Source: an optimization exercise on an open RTL-to-GDS flow (aim: small area and a short achievable clock period). Production flows keep margins and buffers that such runs may drop. No functional check of the RTL was part of any run shown here.

**design.v**
```verilog
`timescale 1ns / 1ps
module HalfAdder(
    input a,
    input b,
    output f,
    output carryOut
    );
    assign f = a ^ b;
    assign carryOut = a & b;
endmodule
`timescale 1ns / 1ps
module FullAdder(
    input a,
    input b,
    input carryIn,
    output sum,
    output carryOut
    );
    assign sum = a ^ b ^ carryIn;
    assign carryOut = (a & b) | (a & carryIn) | (b & carryIn);
endmodule
`timescale 1ns / 1ps
module MACRegister(
    input clk,
    input rst,
    input [1:0] opcode,
    input [15:0] a,
    input [15:0] b,
    output [31:0] dataOut
    );
    reg [31:0] register;
    assign dataOut = register;
    wire [31:0] rt = ~register;
    wire pp0_0 = ~(a[0] & b[0]), pp0_1 = ~(a[0] & b[1]), pp0_2 = ~(a[0] & b[2]), pp0_3 = ~(a[0] & b[3]), pp0_4 = ~(a[0] & b[4]), pp0_5 = ~(a[0] & b[5]), pp0_6 = ~(a[0] & b[6]), pp0_7 = ~(a[0] & b[7]), pp0_8 = ~(a[0] & b[8]), pp0_9 = ~(a[0] & b[9]), pp0_10 = ~(a[0] & b[10]), pp0_11 = ~(a[0] & b[11]), pp0_12 = ~(a[0] & b[12]), pp0_13 = ~(a[0] & b[13]), pp0_14 = ~(a[0] & b[14]), pp0_15 = ~(a[0] & b[15]);
    wire pp1_0 = ~(a[1] & b[0]), pp1_1 = ~(a[1] & b[1]), pp1_2 = ~(a[1] & b[2]), pp1_3 = ~(a[1] & b[3]), pp1_4 = ~(a[1] & b[4]), pp1_5 = ~(a[1] & b[5]), pp1_6 = ~(a[1] & b[6]), pp1_7 = ~(a[1] & b[7]), pp1_8 = ~(a[1] & b[8]), pp1_9 = ~(a[1] & b[9]), pp1_10 = ~(a[1] & b[10]), pp1_11 = ~(a[1] & b[11]), pp1_12 = ~(a[1] & b[12]), pp1_13 = ~(a[1] & b[13]), pp1_14 = ~(a[1] & b[14]), pp1_15 = ~(a[1] & b[15]);
    wire pp2_0 = ~(a[2] & b[0]), pp2_1 = ~(a[2] & b[1]), pp2_2 = ~(a[2] & b[2]), pp2_3 = ~(a[2] & b[3]), pp2_4 = ~(a[2] & b[4]), pp2_5 = ~(a[2] & b[5]), pp2_6 = ~(a[2] & b[6]), pp2_7 = ~(a[2] & b[7]), pp2_8 = ~(a[2] & b[8]), pp2_9 = ~(a[2] & b[9]), pp2_10 = ~(a[2] & b[10]), pp2_11 = ~(a[2] & b[11]), pp2_12 = ~(a[2] & b[12]), pp2_13 = ~(a[2] & b[13]), pp2_14 = ~(a[2] & b[14]), pp2_15 = ~(a[2] & b[15]);
    wire pp3_0 = ~(a[3] & b[0]), pp3_1 = ~(a[3] & b[1]), pp3_2 = ~(a[3] & b[2]), pp3_3 = ~(a[3] & b[3]), pp3_4 = ~(a[3] & b[4]), pp3_5 = ~(a[3] & b[5]), pp3_6 = ~(a[3] & b[6]), pp3_7 = ~(a[3] & b[7]), pp3_8 = ~(a[3] & b[8]), pp3_9 = ~(a[3] & b[9]), pp3_10 = ~(a[3] & b[10]), pp3_11 = ~(a[3] & b[11]), pp3_12 = ~(a[3] & b[12]), pp3_13 = ~(a[3] & b[13]), pp3_14 = ~(a[3] & b[14]), pp3_15 = ~(a[3] & b[15]);
    wire pp4_0 = ~(a[4] & b[0]), pp4_1 = ~(a[4] & b[1]), pp4_2 = ~(a[4] & b[2]), pp4_3 = ~(a[4] & b[3]), pp4_4 = ~(a[4] & b[4]), pp4_5 = ~(a[4] & b[5]), pp4_6 = ~(a[4] & b[6]), pp4_7 = ~(a[4] & b[7]), pp4_8 = ~(a[4] & b[8]), pp4_9 = ~(a[4] & b[9]), pp4_10 = ~(a[4] & b[10]), pp4_11 = ~(a[4] & b[11]), pp4_12 = ~(a[4] & b[12]), pp4_13 = ~(a[4] & b[13]), pp4_14 = ~(a[4] & b[14]), pp4_15 = ~(a[4] & b[15]);
    wire pp5_0 = ~(a[5] & b[0]), pp5_1 = ~(a[5] & b[1]), pp5_2 = ~(a[5] & b[2]), pp5_3 = ~(a[5] & b[3]), pp5_4 = ~(a[5] & b[4]), pp5_5 = ~(a[5] & b[5]), pp5_6 = ~(a[5] & b[6]), pp5_7 = ~(a[5] & b[7]), pp5_8 = ~(a[5] & b[8]), pp5_9 = ~(a[5] & b[9]), pp5_10 = ~(a[5] & b[10]), pp5_11 = ~(a[5] & b[11]), pp5_12 = ~(a[5] & b[12]), pp5_13 = ~(a[5] & b[13]), pp5_14 = ~(a[5] & b[14]), pp5_15 = ~(a[5] & b[15]);
    wire pp6_0 = ~(a[6] & b[0]), pp6_1 = ~(a[6] & b[1]), pp6_2 = ~(a[6] & b[2]), pp6_3 = ~(a[6] & b[3]), pp6_4 = ~(a[6] & b[4]), pp6_5 = ~(a[6] & b[5]), pp6_6 = ~(a[6] & b[6]), pp6_7 = ~(a[6] & b[7]), pp6_8 = ~(a[6] & b[8]), pp6_9 = ~(a[6] & b[9]), pp6_10 = ~(a[6] & b[10]), pp6_11 = ~(a[6] & b[11]), pp6_12 = ~(a[6] & b[12]), pp6_13 = ~(a[6] & b[13]), pp6_14 = ~(a[6] & b[14]), pp6_15 = ~(a[6] & b[15]);
    wire pp7_0 = ~(a[7] & b[0]), pp7_1 = ~(a[7] & b[1]), pp7_2 = ~(a[7] & b[2]), pp7_3 = ~(a[7] & b[3]), pp7_4 = ~(a[7] & b[4]), pp7_5 = ~(a[7] & b[5]), pp7_6 = ~(a[7] & b[6]), pp7_7 = ~(a[7] & b[7]), pp7_8 = ~(a[7] & b[8]), pp7_9 = ~(a[7] & b[9]), pp7_10 = ~(a[7] & b[10]), pp7_11 = ~(a[7] & b[11]), pp7_12 = ~(a[7] & b[12]), pp7_13 = ~(a[7] & b[13]), pp7_14 = ~(a[7] & b[14]), pp7_15 = ~(a[7] & b[15]);
    wire pp8_0 = ~(a[8] & b[0]), pp8_1 = ~(a[8] & b[1]), pp8_2 = ~(a[8] & b[2]), pp8_3 = ~(a[8] & b[3]), pp8_4 = ~(a[8] & b[4]), pp8_5 = ~(a[8] & b[5]), pp8_6 = ~(a[8] & b[6]), pp8_7 = ~(a[8] & b[7]), pp8_8 = ~(a[8] & b[8]), pp8_9 = ~(a[8] & b[9]), pp8_10 = ~(a[8] & b[10]), pp8_11 = ~(a[8] & b[11]), pp8_12 = ~(a[8] & b[12]), pp8_13 = ~(a[8] & b[13]), pp8_14 = ~(a[8] & b[14]), pp8_15 = ~(a[8] & b[15]);
    wire pp9_0 = ~(a[9] & b[0]), pp9_1 = ~(a[9] & b[1]), pp9_2 = ~(a[9] & b[2]), pp9_3 = ~(a[9] & b[3]), pp9_4 = ~(a[9] & b[4]), pp9_5 = ~(a[9] & b[5]), pp9_6 = ~(a[9] & b[6]), pp9_7 = ~(a[9] & b[7]), pp9_8 = ~(a[9] & b[8]), pp9_9 = ~(a[9] & b[9]), pp9_10 = ~(a[9] & b[10]), pp9_11 = ~(a[9] & b[11]), pp9_12 = ~(a[9] & b[12]), pp9_13 = ~(a[9] & b[13]), pp9_14 = ~(a[9] & b[14]), pp9_15 = ~(a[9] & b[15]);
    wire pp10_0 = ~(a[10] & b[0]), pp10_1 = ~(a[10] & b[1]), pp10_2 = ~(a[10] & b[2]), pp10_3 = ~(a[10] & b[3]), pp10_4 = ~(a[10] & b[4]), pp10_5 = ~(a[10] & b[5]), pp10_6 = ~(a[10] & b[6]), pp10_7 = ~(a[10] & b[7]), pp10_8 = ~(a[10] & b[8]), pp10_9 = ~(a[10] & b[9]), pp10_10 = ~(a[10] & b[10]), pp10_11 = ~(a[10] & b[11]), pp10_12 = ~(a[10] & b[12]), pp10_13 = ~(a[10] & b[13]), pp10_14 = ~(a[10] & b[14]), pp10_15 = ~(a[10] & b[15]);
    wire pp11_0 = ~(a[11] & b[0]), pp11_1 = ~(a[11] & b[1]), pp11_2 = ~(a[11] & b[2]), pp11_3 = ~(a[11] & b[3]), pp11_4 = ~(a[11] & b[4]), pp11_5 = ~(a[11] & b[5]), pp11_6 = ~(a[11] & b[6]), pp11_7 = ~(a[11] & b[7]), pp11_8 = ~(a[11] & b[8]), pp11_9 = ~(a[11] & b[9]), pp11_10 = ~(a[11] & b[10]), pp11_11 = ~(a[11] & b[11]), pp11_12 = ~(a[11] & b[12]), pp11_13 = ~(a[11] & b[13]), pp11_14 = ~(a[11] & b[14]), pp11_15 = ~(a[11] & b[15]);
    wire pp12_0 = ~(a[12] & b[0]), pp12_1 = ~(a[12] & b[1]), pp12_2 = ~(a[12] & b[2]), pp12_3 = ~(a[12] & b[3]), pp12_4 = ~(a[12] & b[4]), pp12_5 = ~(a[12] & b[5]), pp12_6 = ~(a[12] & b[6]), pp12_7 = ~(a[12] & b[7]), pp12_8 = ~(a[12] & b[8]), pp12_9 = ~(a[12] & b[9]), pp12_10 = ~(a[12] & b[10]), pp12_11 = ~(a[12] & b[11]), pp12_12 = ~(a[12] & b[12]), pp12_13 = ~(a[12] & b[13]), pp12_14 = ~(a[12] & b[14]), pp12_15 = ~(a[12] & b[15]);
    wire pp13_0 = ~(a[13] & b[0]), pp13_1 = ~(a[13] & b[1]), pp13_2 = ~(a[13] & b[2]), pp13_3 = ~(a[13] & b[3]), pp13_4 = ~(a[13] & b[4]), pp13_5 = ~(a[13] & b[5]), pp13_6 = ~(a[13] & b[6]), pp13_7 = ~(a[13] & b[7]), pp13_8 = ~(a[13] & b[8]), pp13_9 = ~(a[13] & b[9]), pp13_10 = ~(a[13] & b[10]), pp13_11 = ~(a[13] & b[11]), pp13_12 = ~(a[13] & b[12]), pp13_13 = ~(a[13] & b[13]), pp13_14 = ~(a[13] & b[14]), pp13_15 = ~(a[13] & b[15]);
    wire pp14_0 = ~(a[14] & b[0]), pp14_1 = ~(a[14] & b[1]), pp14_2 = ~(a[14] & b[2]), pp14_3 = ~(a[14] & b[3]), pp14_4 = ~(a[14] & b[4]), pp14_5 = ~(a[14] & b[5]), pp14_6 = ~(a[14] & b[6]), pp14_7 = ~(a[14] & b[7]), pp14_8 = ~(a[14] & b[8]), pp14_9 = ~(a[14] & b[9]), pp14_10 = ~(a[14] & b[10]), pp14_11 = ~(a[14] & b[11]), pp14_12 = ~(a[14] & b[12]), pp14_13 = ~(a[14] & b[13]), pp14_14 = ~(a[14] & b[14]), pp14_15 = ~(a[14] & b[15]);
    wire pp15_0 = ~(a[15] & b[0]), pp15_1 = ~(a[15] & b[1]), pp15_2 = ~(a[15] & b[2]), pp15_3 = ~(a[15] & b[3]), pp15_4 = ~(a[15] & b[4]), pp15_5 = ~(a[15] & b[5]), pp15_6 = ~(a[15] & b[6]), pp15_7 = ~(a[15] & b[7]), pp15_8 = ~(a[15] & b[8]), pp15_9 = ~(a[15] & b[9]), pp15_10 = ~(a[15] & b[10]), pp15_11 = ~(a[15] & b[11]), pp15_12 = ~(a[15] & b[12]), pp15_13 = ~(a[15] & b[13]), pp15_14 = ~(a[15] & b[14]), pp15_15 = ~(a[15] & b[15]);
    wire s1, c2, s3, c4, s5, c6, s7, c8, s9, c10, s11, c12, s13, c14, s15, c16;
    wire s17, c18, s19, c20, s21, c22, s23, c24, s25, c26, s27, c28, s29, c30, s31, c32;
    wire s33, c34, s35, c36, s37, c38, s39, c40, s41, c42, s43, c44, s45, c46, s47, c48;
    wire s49, c50, s51, c52, s53, c54, s55, c56, s57, c58, s59, c60, s61, c62, s63, c64;
    wire s65, c66, s67, c68, s69, c70, s71, c72, s73, c74, s75, c76, s77, c78, s79, c80;
    wire s81, c82, s83, c84, s85, c86, s87, c88, s89, c90, s91, c92, s93, c94, s95, c96;
    wire s97, c98, s99, c100, s101, c102, s103, c104, s105, c106, s107, c108, s109, c110, s111, c112;
    wire s113, c114, s115, c116, s117, c118, s119, c120, s121, c122, s123, c124, s125, c126, s127, c128;
    wire s129, c130, s131, c132, s133, c134, s135, c136, s137, c138, s139, c140, s141, c142, s143, c144;
    wire s145, c146, s147, c148, s149, c150, s151, c152, s153, c154, s155, c156, s157, c158, s159, c160;
    wire s161, c162, s163, c164, s165, c166, s167, c168, s169, c170, s171, c172, s173, c174, s175, c176;
    wire s177, c178, s179, c180, s181, c182, s183, c184, s185, c186, s187, c188, s189, c190, s191, c192;
    wire s193, c194, s195, c196, s197, c198, s199, c200, s201, c202, s203, c204, s205, c206, s207, c208;
    wire s209, c210, s211, c212, s213, c214, s215, c216, s217, c218, s219, c220, s221, c222, s223, c224;
    wire s225, c226, s227, c228, s229, c230, s231, c232, s233, c234, s235, c236, s237, c238, s239, c240;
    wire s241, c242, s243, c244, s245, c246, s247, c248, s249, c250, s251, c252, s253, c254, s255, c256;
    wire s257, c258, s259, c260, s261, c262, s263, c264, s265, c266, s267, c268, s269, c270, s271, c272;
    wire s273, c274, s275, c276, s277, c278, s279, c280, s281, c282, s283, c284, s285, c286, s287, c288;
    wire s289, c290, s291, c292, s293, c294, s295, c296, s297, c298, s299, c300, s301, c302, s303, c304;
    wire s305, c306, s307, c308, s309, c310, s311, c312, s313, c314, s315, c316, s317, c318, s319, c320;
    wire s321, c322, s323, c324, s325, c326, s327, c328, s329, c330, s331, c332, s333, c334, s335, c336;
    wire s337, c338, s339, c340, s341, c342, s343, c344, s345, c346, s347, c348, s349, c350, s351, c352;
    wire s353, c354, s355, c356, s357, c358, s359, c360, s361, c362, s363, c364, s365, c366, s367, c368;
    wire s369, c370, s371, c372, s373, c374, s375, c376, s377, c378, s379, c380, s381, c382, s383, c384;
    wire s385, c386, s387, c388, s389, c390, s391, c392, s393, c394, s395, c396, s397, c398, s399, c400;
    wire s401, c402, s403, c404, s405, c406, s407, c408, s409, c410, s411, c412, s413, c414, s415, c416;
    wire s417, c418, s419, c420, s421, c422, s423, c424, s425, c426, s427, c428, s429, c430, s431, c432;
    wire s433, c434, s435, c436, s437, c438, s439, c440, s441, c442, s443, c444, s445, c446, s447, c448;
    wire s449, c450, s451, c452, s453, c454, s455, c456, s457, c458, s459, c460, s461, c462, s463, c464;
    wire s465, c466, s467, c468, s469, c470, s471, c472, s473, c474, s475, c476, s477, c478, s479, c480;
    wire s481, c482, s483, c484, s485, c486, s487, c488, s489, c490, s491, c492, s493, c494, s495, c496;
    FullAdder fa0(rt[0], pp0_0, 1'b1, s1, c2);
    FullAdder fa1(rt[1], pp0_1, pp1_0, s3, c4);
    FullAdder fa2(c2, s3, 1'b1, s5, c6);
    FullAdder fa3(rt[2], pp0_2, pp1_1, s7, c8);
    FullAdder fa4(pp2_0, c4, s7, s9, c10);
    FullAdder fa5(c6, s9, 1'b1, s11, c12);
    FullAdder fa6(rt[3], pp0_3, pp1_2, s13, c14);
    FullAdder fa7(pp2_1, pp3_0, c8, s15, c16);
    FullAdder fa8(s13, c10, s15, s17, c18);
    FullAdder fa9(s17, c12, 1'b1, s19, c20);
    FullAdder fa10(rt[4], pp0_4, pp1_3, s21, c22);
    FullAdder fa11(pp2_2, pp3_1, pp4_0, s23, c24);
    FullAdder fa12(c14, s21, s23, s25, c26);
    FullAdder fa13(c16, s25, c18, s27, c28);
    FullAdder fa14(s27, c20, 1'b1, s29, c30);
    FullAdder fa15(rt[5], pp0_5, pp1_4, s31, c32);
    FullAdder fa16(pp2_3, pp3_2, pp4_1, s33, c34);
    FullAdder fa17(pp5_0, c22, c24, s35, c36);
    FullAdder fa18(s31, s33, c26, s37, c38);
    FullAdder fa19(s35, s37, c28, s39, c40);
    FullAdder fa20(s39, c30, 1'b1, s41, c42);
    FullAdder fa21(rt[6], pp0_6, pp1_5, s43, c44);
    FullAdder fa22(pp2_4, pp3_3, pp4_2, s45, c46);
    FullAdder fa23(pp5_1, pp6_0, c32, s47, c48);
    FullAdder fa24(c34, s43, s45, s49, c50);
    FullAdder fa25(c36, s47, s49, s51, c52);
    FullAdder fa26(c38, s51, c40, s53, c54);
    FullAdder fa27(s53, c42, 1'b1, s55, c56);
    FullAdder fa28(rt[7], pp0_7, pp1_6, s57, c58);
    FullAdder fa29(pp2_5, pp3_4, pp4_3, s59, c60);
    FullAdder fa30(pp5_2, pp6_1, pp7_0, s61, c62);
    FullAdder fa31(c44, c46, s57, s63, c64);
    FullAdder fa32(s59, s61, c48, s65, c66);
    FullAdder fa33(c50, s63, s65, s67, c68);
    FullAdder fa34(c52, s67, c54, s69, c70);
    FullAdder fa35(s69, c56, 1'b1, s71, c72);
    FullAdder fa36(rt[8], pp0_8, pp1_7, s73, c74);
    FullAdder fa37(pp2_6, pp3_5, pp4_4, s75, c76);
    FullAdder fa38(pp5_3, pp6_2, pp7_1, s77, c78);
    FullAdder fa39(pp8_0, c58, c60, s79, c80);
    FullAdder fa40(c62, s73, s75, s81, c82);
    FullAdder fa41(s77, c64, s79, s83, c84);
    FullAdder fa42(s81, c66, s83, s85, c86);
    FullAdder fa43(c68, s85, c70, s87, c88);
    FullAdder fa44(rt[9], pp0_9, pp1_8, s89, c90);
    FullAdder fa45(pp2_7, pp3_6, pp4_5, s91, c92);
    FullAdder fa46(pp5_4, pp6_3, pp7_2, s93, c94);
    FullAdder fa47(pp8_1, pp9_0, c74, s95, c96);
    FullAdder fa48(c76, c78, s89, s97, c98);
    FullAdder fa49(s91, s93, c80, s99, c100);
    FullAdder fa50(s95, c82, s97, s101, c102);
    FullAdder fa51(s99, c84, s101, s103, c104);
    FullAdder fa52(c86, s103, 1'b1, s105, c106);
    FullAdder fa53(rt[10], pp0_10, pp10_0, s107, c108);
    FullAdder fa54(pp1_9, pp2_8, pp3_7, s109, c110);
    FullAdder fa55(pp4_6, pp5_5, pp6_4, s111, c112);
    FullAdder fa56(pp7_3, pp8_2, pp9_1, s113, c114);
    FullAdder fa57(c90, c92, c94, s115, c116);
    FullAdder fa58(s107, s109, s111, s117, c118);
    FullAdder fa59(s113, c96, c98, s119, c120);
    FullAdder fa60(s115, s117, c100, s121, c122);
    FullAdder fa61(c102, s119, s121, s123, c124);
    FullAdder fa62(c104, s123, 1'b1, s125, c126);
    FullAdder fa63(rt[11], pp0_11, pp10_1, s127, c128);
    FullAdder fa64(pp11_0, pp1_10, pp2_9, s129, c130);
    FullAdder fa65(pp3_8, pp4_7, pp5_6, s131, c132);
    FullAdder fa66(pp6_5, pp7_4, pp8_3, s133, c134);
    FullAdder fa67(pp9_2, c108, c110, s135, c136);
    FullAdder fa68(c112, c114, s127, s137, c138);
    FullAdder fa69(s129, s131, s133, s139, c140);
    FullAdder fa70(c116, s135, c118, s141, c142);
    FullAdder fa71(s137, s139, c120, s143, c144);
    FullAdder fa72(s141, c122, s143, s145, c146);
    FullAdder fa73(c124, s145, 1'b1, s147, c148);
    FullAdder fa74(rt[12], pp0_12, pp10_2, s149, c150);
    FullAdder fa75(pp11_1, pp12_0, pp1_11, s151, c152);
    FullAdder fa76(pp2_10, pp3_9, pp4_8, s153, c154);
    FullAdder fa77(pp5_7, pp6_6, pp7_5, s155, c156);
    FullAdder fa78(pp8_4, pp9_3, c128, s157, c158);
    FullAdder fa79(c130, c132, c134, s159, c160);
    FullAdder fa80(s149, s151, s153, s161, c162);
    FullAdder fa81(s155, c136, s157, s163, c164);
    FullAdder fa82(c138, c140, s159, s165, c166);
    FullAdder fa83(s161, s163, c142, s167, c168);
    FullAdder fa84(s165, c144, s167, s169, c170);
    FullAdder fa85(c146, s169, 1'b1, s171, c172);
    FullAdder fa86(rt[13], pp0_13, pp10_3, s173, c174);
    FullAdder fa87(pp11_2, pp12_1, pp13_0, s175, c176);
    FullAdder fa88(pp1_12, pp2_11, pp3_10, s177, c178);
    FullAdder fa89(pp4_9, pp5_8, pp6_7, s179, c180);
    FullAdder fa90(pp7_6, pp8_5, pp9_4, s181, c182);
    FullAdder fa91(c150, c152, c154, s183, c184);
    FullAdder fa92(c156, s173, s175, s185, c186);
    FullAdder fa93(s177, s179, s181, s187, c188);
    FullAdder fa94(c158, c160, c162, s189, c190);
    FullAdder fa95(s183, s185, s187, s191, c192);
    FullAdder fa96(c164, c166, s189, s193, c194);
    FullAdder fa97(s191, c168, s193, s195, c196);
    FullAdder fa98(c170, s195, 1'b1, s197, c198);
    FullAdder fa99(rt[14], pp0_14, pp10_4, s199, c200);
    FullAdder fa100(pp11_3, pp12_2, pp13_1, s201, c202);
    FullAdder fa101(pp14_0, pp1_13, pp2_12, s203, c204);
    FullAdder fa102(pp3_11, pp4_10, pp5_9, s205, c206);
    FullAdder fa103(pp6_8, pp7_7, pp8_6, s207, c208);
    FullAdder fa104(pp9_5, c174, c176, s209, c210);
    FullAdder fa105(c178, c180, c182, s211, c212);
    FullAdder fa106(s199, s201, s203, s213, c214);
    FullAdder fa107(s205, s207, c184, s215, c216);
    FullAdder fa108(s209, c186, c188, s217, c218);
    FullAdder fa109(s211, s213, s215, s219, c220);
    FullAdder fa110(c190, c192, s217, s221, c222);
    FullAdder fa111(s219, c194, s221, s223, c224);
    FullAdder fa112(c196, s223, 1'b1, s225, c226);
    FullAdder fa113(rt[15], pp0_15, pp10_5, s227, c228);
    FullAdder fa114(pp11_4, pp12_3, pp13_2, s229, c230);
    FullAdder fa115(pp14_1, pp15_0, pp1_14, s231, c232);
    FullAdder fa116(pp2_13, pp3_12, pp4_11, s233, c234);
    FullAdder fa117(pp5_10, pp6_9, pp7_8, s235, c236);
    FullAdder fa118(pp8_7, pp9_6, c200, s237, c238);
    FullAdder fa119(c202, c204, c206, s239, c240);
    FullAdder fa120(c208, s227, s229, s241, c242);
    FullAdder fa121(s231, s233, s235, s243, c244);
    FullAdder fa122(c210, s237, c212, s245, c246);
    FullAdder fa123(c214, s239, s241, s247, c248);
    FullAdder fa124(s243, c216, c218, s249, c250);
    FullAdder fa125(s245, s247, c220, s251, c252);
    FullAdder fa126(c222, s249, s251, s253, c254);
    FullAdder fa127(c224, s253, 1'b1, s255, c256);
    FullAdder fa128(rt[16], pp10_6, pp11_5, s257, c258);
    FullAdder fa129(pp12_4, pp13_3, pp14_2, s259, c260);
    FullAdder fa130(pp15_1, pp1_15, pp2_14, s261, c262);
    FullAdder fa131(pp3_13, pp4_12, pp5_11, s263, c264);
    FullAdder fa132(pp6_10, pp7_9, pp8_8, s265, c266);
    FullAdder fa133(pp9_7, c228, c230, s267, c268);
    FullAdder fa134(c232, c234, c236, s269, c270);
    FullAdder fa135(s257, s259, s261, s271, c272);
    FullAdder fa136(s263, s265, c238, s273, c274);
    FullAdder fa137(s267, c240, c242, s275, c276);
    FullAdder fa138(c244, s269, s271, s277, c278);
    FullAdder fa139(s273, c246, c248, s279, c280);
    FullAdder fa140(s275, s277, c250, s281, c282);
    FullAdder fa141(s279, c252, s281, s283, c284);
    FullAdder fa142(c254, s283, 1'b1, s285, c286);
    FullAdder fa143(rt[17], pp10_7, pp11_6, s287, c288);
    FullAdder fa144(pp12_5, pp13_4, pp14_3, s289, c290);
    FullAdder fa145(pp15_2, pp2_15, pp3_14, s291, c292);
    FullAdder fa146(pp4_13, pp5_12, pp6_11, s293, c294);
    FullAdder fa147(pp7_10, pp8_9, pp9_8, s295, c296);
    FullAdder fa148(c258, c260, c262, s297, c298);
    FullAdder fa149(c264, c266, s287, s299, c300);
    FullAdder fa150(s289, s291, s293, s301, c302);
    FullAdder fa151(s295, c268, c270, s303, c304);
    FullAdder fa152(c272, s297, s299, s305, c306);
    FullAdder fa153(s301, c274, c276, s307, c308);
    FullAdder fa154(s303, c278, s305, s309, c310);
    FullAdder fa155(c280, s307, s309, s311, c312);
    FullAdder fa156(c282, s311, c284, s313, c314);
    FullAdder fa157(rt[18], pp10_8, pp11_7, s315, c316);
    FullAdder fa158(pp12_6, pp13_5, pp14_4, s317, c318);
    FullAdder fa159(pp15_3, pp3_15, pp4_14, s319, c320);
    FullAdder fa160(pp5_13, pp6_12, pp7_11, s321, c322);
    FullAdder fa161(pp8_10, pp9_9, c288, s323, c324);
    FullAdder fa162(c290, c292, c294, s325, c326);
    FullAdder fa163(c296, s315, s317, s327, c328);
    FullAdder fa164(s319, s321, s323, s329, c330);
    FullAdder fa165(c298, c300, c302, s331, c332);
    FullAdder fa166(s325, s327, c304, s333, c334);
    FullAdder fa167(s329, c306, s331, s335, c336);
    FullAdder fa168(c308, s333, c310, s337, c338);
    FullAdder fa169(s335, c312, s337, s339, c340);
    FullAdder fa170(rt[19], pp10_9, pp11_8, s341, c342);
    FullAdder fa171(pp12_7, pp13_6, pp14_5, s343, c344);
    FullAdder fa172(pp15_4, pp4_15, pp5_14, s345, c346);
    FullAdder fa173(pp6_13, pp7_12, pp8_11, s347, c348);
    FullAdder fa174(pp9_10, c316, c318, s349, c350);
    FullAdder fa175(c320, c322, s341, s351, c352);
    FullAdder fa176(s343, s345, s347, s353, c354);
    FullAdder fa177(c324, s349, c326, s355, c356);
    FullAdder fa178(c328, s351, s353, s357, c358);
    FullAdder fa179(c330, c332, s355, s359, c360);
    FullAdder fa180(s357, c334, c336, s361, c362);
    FullAdder fa181(s359, c338, s361, s363, c364);
    FullAdder fa182(rt[20], pp10_10, pp11_9, s365, c366);
    FullAdder fa183(pp12_8, pp13_7, pp14_6, s367, c368);
    FullAdder fa184(pp15_5, pp5_15, pp6_14, s369, c370);
    FullAdder fa185(pp7_13, pp8_12, pp9_11, s371, c372);
    FullAdder fa186(c342, c344, c346, s373, c374);
    FullAdder fa187(c348, s365, s367, s375, c376);
    FullAdder fa188(s369, s371, c350, s377, c378);
    FullAdder fa189(c352, s373, c354, s379, c380);
    FullAdder fa190(s375, s377, c356, s381, c382);
    FullAdder fa191(c358, s379, c360, s383, c384);
    FullAdder fa192(s381, c362, s383, s385, c386);
    FullAdder fa193(rt[21], pp10_11, pp11_10, s387, c388);
    FullAdder fa194(pp12_9, pp13_8, pp14_7, s389, c390);
    FullAdder fa195(pp15_6, pp6_15, pp7_14, s391, c392);
    FullAdder fa196(pp8_13, pp9_12, c366, s393, c394);
    FullAdder fa197(c368, c370, c372, s395, c396);
    FullAdder fa198(s387, s389, s391, s397, c398);
    FullAdder fa199(s393, c374, c376, s399, c400);
    FullAdder fa200(s395, s397, c378, s401, c402);
    FullAdder fa201(s399, c380, s401, s403, c404);
    FullAdder fa202(c382, s403, c384, s405, c406);
    FullAdder fa203(rt[22], pp10_12, pp11_11, s407, c408);
    FullAdder fa204(pp12_10, pp13_9, pp14_8, s409, c410);
    FullAdder fa205(pp15_7, pp7_15, pp8_14, s411, c412);
    FullAdder fa206(pp9_13, c388, c390, s413, c414);
    FullAdder fa207(c392, s407, s409, s415, c416);
    FullAdder fa208(s411, c394, s413, s417, c418);
    FullAdder fa209(c396, c398, s415, s419, c420);
    FullAdder fa210(c400, s417, s419, s421, c422);
    FullAdder fa211(c402, s421, c404, s423, c424);
    FullAdder fa212(rt[23], pp10_13, pp11_12, s425, c426);
    FullAdder fa213(pp12_11, pp13_10, pp14_9, s427, c428);
    FullAdder fa214(pp15_8, pp8_15, pp9_14, s429, c430);
    FullAdder fa215(c408, c410, c412, s431, c432);
    FullAdder fa216(s425, s427, s429, s433, c434);
    FullAdder fa217(c414, c416, s431, s435, c436);
    FullAdder fa218(s433, c418, c420, s437, c438);
    FullAdder fa219(s435, c422, s437, s439, c440);
    FullAdder fa220(rt[24], pp10_14, pp11_13, s441, c442);
    FullAdder fa221(pp12_12, pp13_11, pp14_10, s443, c444);
    FullAdder fa222(pp15_9, pp9_15, c426, s445, c446);
    FullAdder fa223(c428, c430, s441, s447, c448);
    FullAdder fa224(s443, s445, c432, s449, c450);
    FullAdder fa225(c434, s447, c436, s451, c452);
    FullAdder fa226(s449, c438, s451, s453, c454);
    FullAdder fa227(rt[25], pp10_15, pp11_14, s455, c456);
    FullAdder fa228(pp12_13, pp13_12, pp14_11, s457, c458);
    FullAdder fa229(pp15_10, c442, c444, s459, c460);
    FullAdder fa230(s455, s457, c446, s461, c462);
    FullAdder fa231(s459, c448, s461, s463, c464);
    FullAdder fa232(c450, s463, c452, s465, c466);
    FullAdder fa233(rt[26], pp11_15, pp12_14, s467, c468);
    FullAdder fa234(pp13_13, pp14_12, pp15_11, s469, c470);
    FullAdder fa235(c456, c458, s467, s471, c472);
    FullAdder fa236(s469, c460, s471, s473, c474);
    FullAdder fa237(c462, s473, c464, s475, c476);
    FullAdder fa238(rt[27], pp12_15, pp13_14, s477, c478);
    FullAdder fa239(pp14_13, pp15_12, c468, s479, c480);
    FullAdder fa240(c470, s477, s479, s481, c482);
    FullAdder fa241(c472, c474, s481, s483, c484);
    FullAdder fa242(rt[28], pp13_15, pp14_14, s485, c486);
    FullAdder fa243(pp15_13, c478, s485, s487, c488);
    FullAdder fa244(c480, s487, c482, s489, c490);
    FullAdder fa245(rt[29], pp14_15, pp15_14, s491, c492);
    FullAdder fa246(c486, s491, c488, s493, c494);
    FullAdder fa247(rt[30], pp15_15, c492, s495, c496);
    wire [31:0] x = {rt[31], s495, s493, s489, s483, s475, s465, c440, s439, s423, s405, c364, c340, s339, s313, c256, c226, c198, c172, c148, c126, c106, s105, s87, s71, s55, s41, s29, s19, s11, s5, s1};
    wire [31:0] y = {c496, c494, c490, c484, c476, c466, c454, s453, c424, c406, c386, s385, s363, c314, c286, s285, s255, s225, s197, s171, s147, s125, c88, c72, 1'b1, 1'b1, 1'b1, 1'b1, 1'b1, 1'b1, 1'b1, 1'b1};
    wire [31:0] st;
    assign st[7:0] = x[7:0];
    wire [31:8] g = x[31:8] & y[31:8];
    wire [31:8] p = x[31:8] ^ y[31:8];
    wire gc = g[8] | p[8];   
    wire G497 = g[9] | (p[9] & gc);
    wire G498 = g[11] | (p[11] & g[10]);
    wire P499 = p[11] & p[10];
    wire G500 = g[13] | (p[13] & g[12]);
    wire P501 = p[13] & p[12];
    wire G502 = g[15] | (p[15] & g[14]);
    wire P503 = p[15] & p[14];
    wire G504 = g[17] | (p[17] & g[16]);
    wire P505 = p[17] & p[16];
    wire G506 = g[19] | (p[19] & g[18]);
    wire P507 = p[19] & p[18];
    wire G508 = g[21] | (p[21] & g[20]);
    wire P509 = p[21] & p[20];
    wire G510 = g[23] | (p[23] & g[22]);
    wire P511 = p[23] & p[22];
    wire G512 = g[25] | (p[25] & g[24]);
    wire P513 = p[25] & p[24];
    wire G514 = g[27] | (p[27] & g[26]);
    wire P515 = p[27] & p[26];
    wire G516 = g[29] | (p[29] & g[28]);
    wire P517 = p[29] & p[28];
    wire G518 = g[31] | (p[31] & g[30]);
    wire P519 = p[31] & p[30];
    wire G520 = G498 | (P499 & G497);
    wire G521 = G502 | (P503 & G500);
    wire P522 = P503 & P501;
    wire G523 = G506 | (P507 & G504);
    wire P524 = P507 & P505;
    wire G525 = G510 | (P511 & G508);
    wire P526 = P511 & P509;
    wire G527 = G514 | (P515 & G512);
    wire P528 = P515 & P513;
    wire G529 = G518 | (P519 & G516);
    wire P530 = P519 & P517;
    wire G531 = G521 | (P522 & G520);
    wire G532 = G525 | (P526 & G523);
    wire P533 = P526 & P524;
    wire G534 = G529 | (P530 & G527);
    wire P535 = P530 & P528;
    wire G536 = G532 | (P533 & G531);
    wire G537 = G534 | (P535 & G536);
    wire G538 = G523 | (P524 & G531);
    wire G539 = G527 | (P528 & G536);
    wire G540 = G500 | (P501 & G520);
    wire G541 = G504 | (P505 & G531);
    wire G542 = G508 | (P509 & G538);
    wire G543 = G512 | (P513 & G536);
    wire G544 = G516 | (P517 & G539);
    wire G545 = g[10] | (p[10] & G497);
    wire G546 = g[12] | (p[12] & G520);
    wire G547 = g[14] | (p[14] & G540);
    wire G548 = g[16] | (p[16] & G531);
    wire G549 = g[18] | (p[18] & G541);
    wire G550 = g[20] | (p[20] & G538);
    wire G551 = g[22] | (p[22] & G542);
    wire G552 = g[24] | (p[24] & G536);
    wire G553 = g[26] | (p[26] & G543);
    wire G554 = g[28] | (p[28] & G539);
    wire G555 = g[30] | (p[30] & G544);
    assign st[8] = p[8] ^ 1'b1;
    assign st[9] = p[9] ^ gc;
    assign st[10] = p[10] ^ G497;
    assign st[11] = p[11] ^ G545;
    assign st[12] = p[12] ^ G520;
    assign st[13] = p[13] ^ G546;
    assign st[14] = p[14] ^ G540;
    assign st[15] = p[15] ^ G547;
    assign st[16] = p[16] ^ G531;
    assign st[17] = p[17] ^ G548;
    assign st[18] = p[18] ^ G541;
    assign st[19] = p[19] ^ G549;
    assign st[20] = p[20] ^ G538;
    assign st[21] = p[21] ^ G550;
    assign st[22] = p[22] ^ G542;
    assign st[23] = p[23] ^ G551;
    assign st[24] = p[24] ^ G536;
    assign st[25] = p[25] ^ G552;
    assign st[26] = p[26] ^ G543;
    assign st[27] = p[27] ^ G553;
    assign st[28] = p[28] ^ G539;
    assign st[29] = p[29] ^ G554;
    assign st[30] = p[30] ^ G544;
    assign st[31] = p[31] ^ G555;
    always @ (posedge clk) begin
        if (rst)
            register <= 32'd0;
        else case (opcode)
            2'd1:  
                register <= {a, b};
            2'd2:  
                register <= ~st;
        endcase
    end
endmodule
```
**flow/run.sh**
```bash
#!/bin/bash
# Standard ORFS layout, with the port buffers made of buf_2 cells instead of the default choice.
set -euo pipefail
bash standard.sh "BUFFER_PORTS_ARGS=-buffer_cell sky130_fd_sc_hd__buf_2" finish > make_finish.log 2>&1
```
**standard.sh**
```bash
#!/bin/bash
# synth_recipe.tcl (not shown) runs the flow's synth.tcl, then flattens the netlist and writes it again
# the make line also repeats each setting of config.mk as NAME=value (left out here)
make -C /OpenROAD-flow-scripts/flow DESIGN_CONFIG=/design/flow/config.mk WORK_HOME=/design/flow/orfs CLKGATE_MAP_FILE= SYNTH_SCRIPT=/design/flow/synth_recipe.tcl "${@:-finish}"
```
**config.mk**
```make
export PLATFORM = sky130hd
export DESIGN_NAME = MACRegister
export DESIGN_NICKNAME = MACRegister
export VERILOG_FILES = /design/flow/design.v
export SDC_FILE = /design/flow/constraint.sdc
export NUM_CORES = 4
export LEC_CHECK = 0
export CAP_MARGIN = 20
export CORE_MARGIN = 2
export CORE_UTILIZATION = 40
export SETUP_SLACK_MARGIN = 1.0
export SLEW_MARGIN = 20
export SYNTH_HIERARCHICAL = 1
export SYNTH_MINIMUM_KEEP_SIZE = 0
```
**constraint.sdc**
```tcl
create_clock -name core_clock -period 19.0 [get_ports {clk}]
set_input_delay 3.8000 -clock core_clock [delete_from_list [all_inputs] [get_ports {clk}]]
set_output_delay 3.8000 -clock core_clock [all_outputs]
set_load 0.01 [all_outputs]
```
==> results of run 1 <==
[worst min-delay path, stage by stage, from the launching register on]
cell     delay [ns]
dfxtp_1        0.35
a21oi_1        0.07
nor2_1         0.07
[metal layers]
metal	wire [um]	global-route usage [%]	vias up
met3	2214	7.216	71
met1	9751	30.39	3359
met4	784	7.546	2
met5	13	0	-
met2	12020	39.10	301
li1	-	-	2699
[area by class of cell]
cell class	count	area (um2)
flip-flops and latches	32	640.6
clock inverters	3	46.29
fillers	2135	12270
multi-input cells	721	7594
repair buffers	69	350.3
well taps	280	350.3
inverters	66	247.7
clock buffers	5	125.1
[Yosys stat by module, one instance, submodules excluded]
| module | flops+latches | cells |
|---|---|---|
| MACRegister | 32 | 636 |
| FullAdder | 0 | 1 |
[cells in the final DEF (no fill, tap or decap), types with 10 or more instances in the layout]
cell,n
ha_1,21
xnor2_1,10
a21oi_1,16
a211oi_1,45
inv_1,66
fa_1,260
dfxtp_1,32
nor2_1,36
buf_2,67
mux2i_1,11
conb_1,16
nand2_1,261
nor2b_1,14
[kinds of logic after synthesis]
family | after synthesis | synth area share (%)
compound gates | 82 | 6.779
mux | 11 | 1.261
other cells | 1 | 0.04295
xor+xnor | 11 | 1.103
fa+ha+maj | 282 | 62.77
simple gates | 319 | 14.35
flops | 32 | 7.337
buf+inv | 146 | 6.363
[stage by stage]
step / instances / area (um2) / hold slack, ns / utilization [%]
floorplan: 899 / 8787 / 0.5321 / -
global placement: 1168 / 9183 / 0.5100 / 42.47
detailed placement: 1168 / 9183 / 0.5130 / 42.47
CTS: 1176 / 9354 / 0.5285 / 43.26
global route: 1176 / 9354 / 0.5590 / 43.26
finish: 1176 / 9354 / 0.5211 / 43.26
[how the worst min path moves through the flow]
stage                     slack, ns  cells after the start            to          from
final                          0.52                      2  register[11]  register[11]
after global routing           0.56                      2  register[25]  register[25]
after CTS                      0.53                      2   register[0]   register[0]
after detailed placement       0.51                      2  register[11]  register[11]
after global placement         0.51                      2  register[21]  register[21]
after floorplan                0.53                      2  register[28]  register[28]
==> flow_metrics.env, run 1 <==
export IMPL_endpoint_kind="flop"
export IMPL_cp_slowest_cell="fa_1"
export IMPL_cts_resized=0
export IMPL_critPathMaxStageDelay_ns=0.52
export IMPL_clkLatencyLatePin_ns=0.30
export IMPL_worst_slack_ns=8.999
export IMPL_place_congestion=0.8612
export IMPL_drt_iter0_markers=323
export IMPL_arrival_ns=10.15
export IMPL_synth_top_cells_by_area="fa_1 60%, nand2_1 11%, dfxtp_1 7.3%, a211oi_1 3.9%, ha_1 3.2%"
export IMPL_via_per_inst=5.469
export IMPL_synthTopCellsByCount="261 x nand2_1, 260 x fa_1, 67 x clkbuf_1"
export IMPL_first_global_vias=7148
export IMPL_io_pins=68
export IMPL_via_count=6432
export IMPL_largest_reg_flops=32
export IMPL_clockBufferDepth=2
export IMPL_synth_flop_cell="dfxtp_1"
export IMPL_hold_viol=0
export IMPL_worst_r2r_setup_slack_ns=12.50
export IMPL_start_util_pct=40.38
export IMPL_hold_path_class="flop to flop"
export IMPL_die_area_um2=23030
export IMPL_core_um2=21620
export IMPL_wl_per_cell_um=21.08
export IMPL_dieWidth_um=151.7
export IMPL_outcome="timing/DRC/antenna clean"
export IMPL_fmaxAchievable_mhz=99.99
export IMPL_num_nets_final=1213
export IMPL_drive_gt1_share_pct=9.710
export IMPL_worstPathMaxFanout=17
export IMPL_finalCritPeriodShare_pct=52.64
export IMPL_areaGrowthSynthToFinish_pct=7.137
export IMPL_grt_pass1_wl_um=40250
export IMPL_cts_tree="done"
export IMPL_place_hpwl_um=18230
export IMPL_die_y_um=151.7
export IMPL_finClkSkew_ns=0.009082
export IMPL_path_buf_inv=2
export IMPL_synth_edf_count=0
export IMPL_reg2reg_to="register[29]"
export IMPL_drt_pass1_iterations=5
export IMPL_async_reset_ff_share_pct=0
export IMPL_rsz0062_at_grt="false"
export IMPL_overflow=0
export IMPL_ant_nets=0
export IMPL_fin_setup_tns_ns=0
export IMPL_yosys_warnings=7
export IMPL_top_register="register"
export IMPL_clkTransAtPathRegs_ns=0.07
export IMPL_worst_setup_path_start_kind="primary input"
export IMPL_syn_area_per_cell_um2=9.877
export IMPL_place_ws_ns=8.638
export IMPL_postCtsSetupBuffers=0
export IMPL_grt_total_usage_pct=23.82
export IMPL_timing_slew_headroom_pct=45.64
export IMPL_synth_top_area_cell="fa_1"
export IMPL_cts_root_buffer_cell="clkbuf_16"
export IMPL_ys_seq_area_share_pct=7.337
export IMPL_syn_instance_count=884
export IMPL_drt_total_wl_um=24790
export IMPL_crit_family="adder cells"
export IMPL_synth_cell_type_count=36
export IMPL_cts_made_buffers=5
export IMPL_setup_viol=0
export IMPL_cts_sinks=32
export IMPL_antenna_cells=0
export IMPL_worstRegToRegCells=21
export IMPL_ctsHoldBuffers=0
export IMPL_timing_rr_start="register[2]"
export IMPL_synth_area_um2=8731
export IMPL_io_buffers=67
export IMPL_rows=54
export IMPL_cts_max_level=2
export IMPL_drv_slew=0
export IMPL_crit_chain="buf_2 > nand2_1 > fa_1 > fa_1 > fa_1 > fa_1 > fa_1 > fa_1 > fa_1 > fa_1 > inv_1 > ha_1 > fa_1 > nand2b_1 > a21oi_2 > o31ai_4 > o21ai_2 > a211o_1 > fa_1 > xnor2_1 > a211oi_1 > a211oi_1"
export IMPL_cp_depth=22
export IMPL_critPathKind="primary input to flop"
export IMPL_grt_max_degree=65
export IMPL_endpoint="register[29]"
export IMPL_largestRegisters="register: 32 flops"
export IMPL_worstMarginPinSlew_ns=0.8154
export IMPL_maxCapViolations=0
export IMPL_critPathLaunch="a[1]"
export IMPL_min_period_ns=10.00
export IMPL_synth_top_area_share_pct=59.62
export IMPL_drc_errors=0
export IMPL_cp_common_cell="fa_1"
export IMPL_yosysMostFrequentCell="nand2_1"
export IMPL_required_ns=19.15
export IMPL_yosys_register_bits=32
export IMPL_antenna_found_initial=1
==> run 2, diff against run 1 <==
--- a/design.v
+++ b/design.v
@@ -358,38 +358,60 @@
     wire P519 = p[31] & p[30];
-    wire G520 = G498 | (P499 & G497);
-    wire G521 = G502 | (P503 & G500);
-    wire P522 = P503 & P501;
-    wire G523 = G506 | (P507 & G504);
-    wire P524 = P507 & P505;
-    wire G525 = G510 | (P511 & G508);
-    wire P526 = P511 & P509;
-    wire G527 = G514 | (P515 & G512);
-    wire P528 = P515 & P513;
-    wire G529 = G518 | (P519 & G516);
-    wire P530 = P519 & P517;
-    wire G531 = G521 | (P522 & G520);
-    wire G532 = G525 | (P526 & G523);
-    wire P533 = P526 & P524;
-    wire G534 = G529 | (P530 & G527);
-    wire P535 = P530 & P528;
-    wire G536 = G532 | (P533 & G531);
-    wire G537 = G534 | (P535 & G536);
-    wire G538 = G523 | (P524 & G531);
-    wire G539 = G527 | (P528 & G536);
-    wire G540 = G500 | (P501 & G520);
-    wire G541 = G504 | (P505 & G531);
-    wire G542 = G508 | (P509 & G538);
-    wire G543 = G512 | (P513 & G536);
-    wire G544 = G516 | (P517 & G539);
-    wire G545 = g[10] | (p[10] & G497);
-    wire G546 = g[12] | (p[12] & G520);
-    wire G547 = g[14] | (p[14] & G540);
-    wire G548 = g[16] | (p[16] & G531);
-    wire G549 = g[18] | (p[18] & G541);
-    wire G550 = g[20] | (p[20] & G538);
-    wire G551 = g[22] | (p[22] & G542);
-    wire G552 = g[24] | (p[24] & G536);
-    wire G553 = g[26] | (p[26] & G543);
-    wire G554 = g[28] | (p[28] & G539);
-    wire G555 = g[30] | (p[30] & G544);
+    wire G520 = g[10] | (p[10] & G497);
+    wire G521 = G498 | (P499 & G497);
+    wire G522 = g[14] | (p[14] & G500);
+    wire P523 = p[14] & P501;
+    wire G524 = G502 | (P503 & G500);
+    wire P525 = P503 & P501;
+    wire G526 = g[18] | (p[18] & G504);
+    wire P527 = p[18] & P505;
+    wire G528 = G506 | (P507 & G504);
+    wire P529 = P507 & P505;
+    wire G530 = g[22] | (p[22] & G508);
+    wire P531 = p[22] & P509;
+    wire G532 = G510 | (P511 & G508);
+    wire P533 = P511 & P509;
+    wire G534 = g[26] | (p[26] & G512);
+    wire P535 = p[26] & P513;
+    wire G536 = G514 | (P515 & G512);
+    wire P537 = P515 & P513;
+    wire G538 = g[30] | (p[30] & G516);
+    wire P539 = p[30] & P517;
+    wire G540 = G518 | (P519 & G516);
+    wire P541 = P519 & P517;
+    wire G542 = g[12] | (p[12] & G521);
+    wire G543 = G500 | (P501 & G521);
+    wire G544 = G522 | (P523 & G521);
+    wire G545 = G524 | (P525 & G521);
+    wire G546 = g[20] | (p[20] & G528);
+    wire P547 = p[20] & P529;
+    wire G548 = G508 | (P509 & G528);
+    wire P549 = P509 & P529;
+    wire G550 = G530 | (P531 & G528);
+    wire P551 = P531 & P529;
+    wire G552 = G532 | (P533 & G528);
+    wire P553 = P533 & P529;
+    wire G554 = g[28] | (p[28] & G536);
+    wire P555 = p[28] & P537;
+    wire G556 = G516 | (P517 & G536);
+    wire P557 = P517 & P537;
+    wire G558 = G538 | (P539 & G536);
+    wire P559 = P539 & P537;
+    wire G560 = G540 | (P541 & G536);
+    wire P561 = P541 & P537;
+    wire G562 = g[16] | (p[16] & G545);
+    wire G563 = G504 | (P505 & G545);
+    wire G564 = G526 | (P527 & G545);
+    wire G565 = G528 | (P529 & G545);
+    wire G566 = G546 | (P547 & G545);
+    wire G567 = G548 | (P549 & G545);
+    wire G568 = G550 | (P551 & G545);
+    wire G569 = G552 | (P553 & G545);
+    wire G570 = g[24] | (p[24] & G569);
+    wire G571 = G512 | (P513 & G569);
+    wire G572 = G534 | (P535 & G569);
+    wire G573 = G536 | (P537 & G569);
+    wire G574 = G554 | (P555 & G569);
+    wire G575 = G556 | (P557 & G569);
+    wire G576 = G558 | (P559 & G569);
+    wire G577 = G560 | (P561 & G569);
     assign st[8] = p[8] ^ 1'b1;
@@ -397,23 +419,23 @@
     assign st[10] = p[10] ^ G497;
-    assign st[11] = p[11] ^ G545;
-    assign st[12] = p[12] ^ G520;
-    assign st[13] = p[13] ^ G546;
-    assign st[14] = p[14] ^ G540;
-    assign st[15] = p[15] ^ G547;
-    assign st[16] = p[16] ^ G531;
-    assign st[17] = p[17] ^ G548;
-    assign st[18] = p[18] ^ G541;
-    assign st[19] = p[19] ^ G549;
-    assign st[20] = p[20] ^ G538;
-    assign st[21] = p[21] ^ G550;
-    assign st[22] = p[22] ^ G542;
-    assign st[23] = p[23] ^ G551;
-    assign st[24] = p[24] ^ G536;
-    assign st[25] = p[25] ^ G552;
-    assign st[26] = p[26] ^ G543;
-    assign st[27] = p[27] ^ G553;
-    assign st[28] = p[28] ^ G539;
-    assign st[29] = p[29] ^ G554;
-    assign st[30] = p[30] ^ G544;
-    assign st[31] = p[31] ^ G555;
+    assign st[11] = p[11] ^ G520;
+    assign st[12] = p[12] ^ G521;
+    assign st[13] = p[13] ^ G542;
+    assign st[14] = p[14] ^ G543;
+    assign st[15] = p[15] ^ G544;
+    assign st[16] = p[16] ^ G545;
+    assign st[17] = p[17] ^ G562;
+    assign st[18] = p[18] ^ G563;
+    assign st[19] = p[19] ^ G564;
+    assign st[20] = p[20] ^ G565;
+    assign st[21] = p[21] ^ G566;
+    assign st[22] = p[22] ^ G567;
+    assign st[23] = p[23] ^ G568;
+    assign st[24] = p[24] ^ G569;
+    assign st[25] = p[25] ^ G570;
+    assign st[26] = p[26] ^ G571;
+    assign st[27] = p[27] ^ G572;
+    assign st[28] = p[28] ^ G573;
+    assign st[29] = p[29] ^ G574;
+    assign st[30] = p[30] ^ G575;
+    assign st[31] = p[31] ^ G576;
     always @ (posedge clk) begin
==> flow_metrics.env, run 2 <==
export IMPL_synth_top_cells_by_area="fa_1 59%, nand2_1 12%, dfxtp_1 7.4%, clkbuf_1 3.4%, ha_1 3.3%"
export IMPL_drive_gt1_share_pct=9.699
export IMPL_cts_sinks=32
export IMPL_min_from="register[27]"
export IMPL_hold_depth=2
export IMPL_outcome="timing/DRC/antenna clean"
export IMPL_place_inst=1164
export IMPL_clkTransAtPathRegs_ns=0.07
export IMPL_finClkSkew_ns=0.006489
export IMPL_num_nets_final=1208
export IMPL_antenna_found_initial=0
export IMPL_clockBufferDepth=2
export IMPL_worstRegToRegCells=20
export IMPL_drv_slew=0
export IMPL_synthTopCellsByCount="270 x nand2_1, 253 x fa_1, 78 x clkbuf_1"
export IMPL_ant_nets=0
export IMPL_required_ns=19.21
export IMPL_start_util_pct=40.91
export IMPL_grt_pass1_wl_um=41100
export IMPL_drt_iter0_markers=381
export IMPL_via_per_inst=5.537
export IMPL_synth_area_um2=8653
export IMPL_drt_total_wl_um=25500
export IMPL_wl_per_cell_um=21.76
export IMPL_worstPathMaxFanout=17
export IMPL_grt_max_degree=61
export IMPL_io_pins=68
export IMPL_place_congestion=0.8542
export IMPL_synth_top_area_share_pct=58.53
export IMPL_top_register="register"
export IMPL_post_layout_nonfiller_instances=1172
export IMPL_yosys_register_bits=32
export IMPL_clkLatencyLatePin_ns=0.30
export IMPL_timing_rr_start="register[2]"
export IMPL_finalCritPeriodShare_pct=52.14
export IMPL_maxCapViolations=0
export IMPL_arrival_ns=10.12
export IMPL_areaGrowthSynthToFinish_pct=7.114
export IMPL_yosys_warnings=7
export IMPL_synth_cell_type_count=46
export IMPL_final_core_util_pct=43.82
export IMPL_setup_viol=0
export IMPL_core_um2=21150
export IMPL_postCtsSetupBuffers=0
export IMPL_dieWidth_um=151.1
export IMPL_fmaxAchievable_mhz=100.9
export IMPL_place_hpwl_um=18380
export IMPL_async_reset_ff_share_pct=0
export IMPL_critPathLaunch="a[1]"
export IMPL_first_global_vias=7190
export IMPL_min_period_ns=9.907
export IMPL_antenna_cells=0
export IMPL_io_buffers=67
export IMPL_rsz0062_at_grt="false"
export IMPL_endpoint_kind="flop"
export IMPL_die_y_um=151.1
export IMPL_timing_slew_headroom_pct=41.77
export IMPL_syn_instance_count=887
export IMPL_rows=53
export IMPL_largestRegisters="register: 32 flops"
export IMPL_cts_made_buffers=5
export IMPL_hold_viol=0
export IMPL_synth_edf_count=0
export IMPL_layout_commonest_cell="nand2_1"
export IMPL_synth_flop_cell="dfxtp_1"
export IMPL_grt_total_usage_pct=24.38
export IMPL_overflow=0
export IMPL_syn_area_per_cell_um2=9.756
export IMPL_ys_seq_area_share_pct=7.403
export IMPL_largest_reg_flops=32
export IMPL_worst_setup_path_start_kind="primary input"
export IMPL_worstMarginPinSlew_ns=0.8681
export IMPL_placed_area_um2=9091
export IMPL_die_area_um2=22830
export IMPL_drc_errors=0
export IMPL_worst_r2r_setup_slack_ns=12.67
export IMPL_cts_max_level=2
export IMPL_fin_area_um2=9269
export IMPL_cts_root_buffer_cell="clkbuf_16"
export IMPL_ctsHoldBuffers=0
export IMPL_drt_pass1_iterations=5
export IMPL_via_count=6489
export IMPL_critPathKind="primary input to flop"
export IMPL_cts_resized=0
export IMPL_fin_setup_tns_ns=0
export IMPL_yosysMostFrequentCell="nand2_1"
export IMPL_synth_top_area_cell="fa_1"
export IMPL_cts_tree="done"
export IMPL_final_cell_mix="270 x nand2_1, 253 x fa_1, 67 x buf_2, 49 x inv_1, 41 x nor2_1"
export IMPL_hold_path_class="flop to flop"
==> run 2: changes by cell type after synthesis, sizes merged, moves of 5 or more <==
cell,delta
a211oi,-9
a21oi,+5
buf,-11
clkbuf,+11
fa,-7
inv,-17
mux2i,-11
nand2,+9
nor2b,-7
nor3,+7
o32ai,+5
==> run 2: worst paths after layout <==
kind                  endpoint
setup / recovery  register[31]
setup reg to reg  register[31]
hold reg to reg   register[27]
hold / removal    register[27]
==> run 2: cells by family (layout without fill, tap and decap cells) <==
kind of cell | after synthesis | count (layout) | share of synthesized area, %
and+or+nand+nor | 341 | 341 | 15.69
buffers and inverters | 130 | 125 | 5.639
DFF | 32 | 32 | 7.403
AOI/OAI and AO/OA | 96 | 96 | 8.257
adders and majority gates | 276 | 276 | 61.86
xor gates and xnor gates | 11 | 11 | 1.113
other | 1 | 16 | 0.04334
==> run 2: routing by layer <==
layer,track usage [%],vias to the layer above,share of wire (%),wire [um]
met3,5.000,58,8.9,2267
met5,0,-,0,0
met1,33.03,3372,41,10380
met4,5.841,0,2.8,712
met2,40.55,304,48,12130
li1,-,2755,-,-
==> run 2: cell type report <==
type / instances / area [um2]
fill: 2055 / 11890
multi-input combinational: 740 / 7594
sequential: 32 / 640.6
tap: 275 / 344.1
timing repair buffer: 67 / 335.3
inverter: 50 / 187.7
clock buffer: 5 / 125.1
clock inverter: 3 / 42.54
==> run 2: modules after synthesis, one instance, submodules excluded <==
module | times used | cell area (um2) | cells | flops+latches
FullAdder | 248 | 20.02 | 1 | 0
MACRegister | 1 | 3689 | 639 | 32
==> run 2: through the flow <==
stage	hold slack [ns]	setup slack, ns
floorplan	0.4978	9.080
global placement	0.4739	8.899
detailed placement	0.4700	8.797
CTS	0.4861	9.109
global route	0.5195	8.777
finish	0.4914	9.093
==> run 2: critical path: stages <==
cell and delay, ns:
buf_2 0.37, nand2_1 0.12, fa_1 0.46, fa_1 0.40, fa_1 0.50, fa_1 0.46, fa_1 0.44, fa_1 0.44
fa_1 0.43, fa_1 0.40, inv_1 0.07, ha_1 0.16, fa_1 0.23, nand2b_1 0.22, a211oi_2 0.13, o21ai_2 0.23
a21oi_2 0.10, o2111a_1 0.29, or4_4 0.49, a211o_1 0.30, o31ai_1 0.06

==> re-timing with driven ports <==
Ports are ideal in the flow. The routed layouts listed here were re-timed in OpenROAD.
Step 1: set_driving_cell puts a clkbuf_16 on clk and a buf_2 on each other input, an assumption about the parent block.
Step 2 also shifts input and output timing later by t, the mid clock arrival at the registers, as if the neighbouring blocks saw the same clock.
a / b / c = ideal / step 1 / step 2; a / b = the first two.
| run | t, ns | setup slack, ns | cell pins on the clock port's net |
|---|---|---|---|
| run 1 | 0.345 | 8.999 / 8.985 / 8.640 | 1 |
| run 2 | 0.334 | 9.093 / 9.082 / 8.749 | 1 |
After both steps every run listed still meets setup and hold. The setup slack of run 1, which loses most, moves by -0.014 ns with the drivers and by -0.359 ns with both steps.
